What follows belongs to an exercise in optimizing a design on an open flow for small area and a short achievable clock period; a production flow would make more cautious choices.
Function was checked by simulation only, so behaviour that the tests miss may differ from the original.
Power and IR drop assume default switching activity.

alpha:
## ALU
module ALU (
    input clk, en,
    input [7:0] a, b,
    input [3:0] s,
    output reg [15:0] y,
    output reg carry, zero
);
reg [7:0] a_in, b_in;
reg [1:0] qh;    
reg [1:0] rh;    
always @(posedge clk, posedge en) begin
    if (en) begin
        a_in <= 0; b_in <= 0;
    end else begin
        a_in <= a; b_in <= b;
    end
end
wire       ib_hz = (b[7:2] == 6'd0);
wire [1:0] iq = !ib_hz          ? 2'd0 :
                (b[1:0] == 2'd0) ? 2'd3 :          
                (b[1:0] == 2'd1) ? a[7:6] :
                (b[1:0] == 2'd2) ? {1'b0, a[7]} : {1'b0, &a[7:6]};
wire [1:0] ir = !ib_hz          ? a[7:6] :
                (b[1:0] == 2'd0) ? a[7:6] :
                (b[1:0] == 2'd1) ? 2'd0 :
                (b[1:0] == 2'd2) ? {1'b0, a[6]} : ((&a[7:6]) ? 2'd0 : a[7:6]);
always @(posedge clk) begin
    qh <= iq;
    rh <= ir;
end
wire [7:0] quo;
alu_div u_div (.a_in(a_in), .b_in(b_in), .qh(qh), .rh(rh), .quo(quo));
wire [8:0] sum, dif, inc, dec;
wire [15:0] zf;
alu_arith u_arith (.a_in(a_in), .b_in(b_in), .sum(sum), .dif(dif), .inc(inc), .dec(dec), .zf(zf));
wire [15:0] prod;
alu_mul u_mul (.x(a_in), .y(b_in), .p(prod));
wire [15:0] pre_y;
wire pre_c, z;
alu_omux u_omux (
    .s(s), .a_in(a_in), .b_in(b_in),
    .sum(sum), .dif(dif), .inc(inc), .dec(dec), .prod(prod), .zf(zf),
    .out_y(pre_y), .c(pre_c), .z(z)
);
wire [15:0] out_y;
alu_qmerge u_qm (.s(s), .pre(pre_y[7:0]), .quo(quo), .y(out_y[7:0]));
assign out_y[15:8] = pre_y[15:8];
always @(posedge clk, posedge en) begin
    if (en) begin
        y <= 0; carry <= 0; zero <= 0;
    end else begin
        y <= out_y; carry <= pre_c; zero <= z;
    end
end
endmodule
For scale: ~770 cells after synthesis, roughly 40 I/O pins, ~5400 um^2 of cells after synthesis.
clock: 30.0 ns
lec_check: 0
cap_margin: 20
core_margin: 2
core_utilization: 55
slew_margin: 20
standard.sh (not shown) runs the stock make flow with config.mk's settings and CLKGATE_MAP_FILE= SYNTH_SCRIPT=/design/flow/synth_recipe.tcl, a recipe that flattens the netlist after the stock synthesis.
==> flow/flow/run.sh <==
#!/bin/bash
# Layout flow: the standard flow (standard.sh) with these changes:
#  - synthesis leaves adders to ABC: no full/half-adder cell extraction
#    (ADDER_MAP_FILE empty) and no Kogge-Stone carry lookahead map
#    (SYNTH_OPERATIONS_ARGS replaces the -extra-map default);
#  - ABC maps the logic with an area-oriented script (flow/abc.script)
#    instead of ORFS's delay-oriented one;
#  - timing repair aims at a setup slack of 22.0 ns, so that it sizes and
#    buffers the critical paths (the constraints themselves are unchanged);
#  - ports are buffered with buf_2 cells rather than the buffer cell that
#    buffer_ports picks by itself.
set -euo pipefail
here=$(pwd)
rm -rf "$here/scripts"
cp -r "$FLOW_HOME/scripts" "$here/scripts"
cp "$here/flow/abc.script" "$here/scripts/abc_speed.script"
bash standard.sh SCRIPTS_DIR="$here/scripts" \
  ADDER_MAP_FILE= SYNTH_OPERATIONS_ARGS=-nofsm \
  "BUFFER_PORTS_ARGS=-buffer_cell sky130_fd_sc_hd__buf_2" \
  SETUP_SLACK_MARGIN=22.0 finish > "$here/flow_make.log" 2>&1
==> flow/flow/abc.script <==
strash
&get -n
&dch -f
&nf -R 1000
&put
topo
What beta does differently from alpha at the input level:
==> flow/flow/run.sh <==
#!/bin/bash
# Layout flow: the standard flow (standard.sh) with these changes:
#  - ABC maps the logic with an area-oriented script (flow/abc.script)
#    instead of ORFS's delay-oriented one;
#  - timing repair aims at a setup slack of 22.8 ns, so that it sizes and
#    buffers the critical paths (the constraints themselves are unchanged);
#  - ports are buffered with buf_2 cells rather than the buffer cell that
#    buffer_ports picks by itself.
set -euo pipefail
here=$(pwd)
rm -rf "$here/scripts"
cp -r "$FLOW_HOME/scripts" "$here/scripts"
cp "$here/flow/abc.script" "$here/scripts/abc_speed.script"
bash standard.sh SCRIPTS_DIR="$here/scripts" \
  "BUFFER_PORTS_ARGS=-buffer_cell sky130_fd_sc_hd__buf_2" \
  SETUP_SLACK_MARGIN=22.8 finish > "$here/flow_make.log" 2>&1
## What came out
buf_2 as the slowest cell on the critical path was reported by alpha, and a221oi_2 by beta. beta ends up with lower via count of the routed design than alpha does. Per the comparison of beta with alpha, global placement routability congestion lower, time the final worst path needs with I/O delays and setup lower. From alpha to beta the numbers moved as follows: detailed-routing wirelength on met1 has increased; number of cells on the critical path dropped 1; reported leakage power shows an increase of about 50%; design area higher; final cycle utilization of the critical path decreased 1.9 points. Compared to alpha, beta has cell area after technology mapping about 16% higher.
> inputs changed (beta -> gamma)
diff --git a/flow/flow/run.sh b/flow/flow/run.sh
--- a/flow/flow/run.sh
+++ b/flow/flow/run.sh
@@ -2,5 +2,8 @@
 # Layout flow: the standard flow (standard.sh) with these changes:
+#  - synthesis leaves adders to ABC: no full/half-adder cell extraction
+#    (ADDER_MAP_FILE empty) and no Kogge-Stone carry lookahead map
+#    (SYNTH_OPERATIONS_ARGS replaces the -extra-map default);
 #  - ABC maps the logic with an area-oriented script (flow/abc.script)
 #    instead of ORFS's delay-oriented one;
-#  - timing repair aims at a setup slack of 22.8 ns, so that it sizes and
+#  - timing repair aims at a setup slack of 22.5 ns, so that it sizes and
 #    buffers the critical paths (the constraints themselves are unchanged);
@@ -14,3 +17,4 @@
 bash standard.sh SCRIPTS_DIR="$here/scripts" \
+  ADDER_MAP_FILE= SYNTH_OPERATIONS_ARGS=-nofsm \
   "BUFFER_PORTS_ARGS=-buffer_cell sky130_fd_sc_hd__buf_2" \
-  SETUP_SLACK_MARGIN=22.8 finish > "$here/flow_make.log" 2>&1
+  SETUP_SLACK_MARGIN=22.5 finish > "$here/flow_make.log" 2>&1
Findings:
- beta has lower compound-gate portion of the synthesized area than gamma.
- Going from beta to gamma, the aggregate routed wire length was found to have gone down by 1200 um.
- Compared with beta, gamma shows count of placed standard cells in the final layout, fillers left out higher by 23.
- In gamma relative to beta, standby leakage power had gone down by more than a quarter.
- From beta to gamma the numbers moved as follows: number of global-route vias before repair shows a reduction of 3.1%, routed wirelength normalized by instance count fell by about 8%, combinational power now smaller.
- Lower synthesized area among beta and gamma: gamma
- Summary of gamma over beta: wire length on met3 saw a decrease; final worst setup slack saw a decrease.
- Distinct cell type count of the synthesized netlist: gamma vs beta up about 9%
Modified inputs, delta compared to gamma
diff --git a/flow/flow/run.sh b/flow/flow/run.sh
--- a/flow/flow/run.sh
+++ b/flow/flow/run.sh
@@ -7,3 +7,3 @@
 #    instead of ORFS's delay-oriented one;
-#  - timing repair aims at a setup slack of 22.5 ns, so that it sizes and
+#  - timing repair aims at a setup slack of 22.8 ns, so that it sizes and
 #    buffers the critical paths (the constraints themselves are unchanged);
@@ -19,2 +19,2 @@
   "BUFFER_PORTS_ARGS=-buffer_cell sky130_fd_sc_hd__buf_2" \
-  SETUP_SLACK_MARGIN=22.5 finish > "$here/flow_make.log" 2>&1
+  SETUP_SLACK_MARGIN=22.8 finish > "$here/flow_make.log" 2>&1
Global-route wire length before repair delta for delta relative to gamma: 3.3% higher
[compare] base=gamma new=delta: post-route worst hold slack neither gained nor lost much; final critical-path required period moved down; transition time at the pin with the least slew margin went down by 0.055 ns; global-route usage went up; power in the clock group essentially unchanged.
Result: PASS for each of delta and gamma
Of delta and gamma, the run reporting the lower fraction of power consumed by combinational cells was gamma.

## afterwards: timing with drivers on the ports
How much do the figures lean on ideal ports? The routed layouts below were timed once more, with nothing changed but the port constraints. Step 1 sets driving cells, clkbuf_16 on the clock port and buf_2 on the other inputs (assumed; they add their load-dependent delay and slew). Step 2 also shifts input and output timing later by t, the mid clock arrival at the registers, as if the neighbouring blocks saw the same clock. a / b / c = no drivers / after step 1 / after step 2; a / b = the first two.
run	shift t [ns]	slack for setup (ns)	hold WS [ns]	worst register clock-pin slew, ns
alpha	0.340	22.177 / 22.187 / 21.848	0.591 / 0.591 / 0.591	0.10 / 0.10
beta	0.339	22.736 / 22.676 / 22.337	0.617 / 0.617 / 0.617	0.07 / 0.07
gamma	0.336	22.611 / 22.611 / 22.275	0.599 / 0.599 / 0.599	0.10 / 0.10
delta	0.339	22.844 / 22.788 / 22.450	0.596 / 0.596 / 0.596	0.10 / 0.10
After both steps every run listed still meets setup and hold. For beta, which loses most, drivers alone change the setup slack by -0.060 ns; drivers and shift together by -0.399 ns.
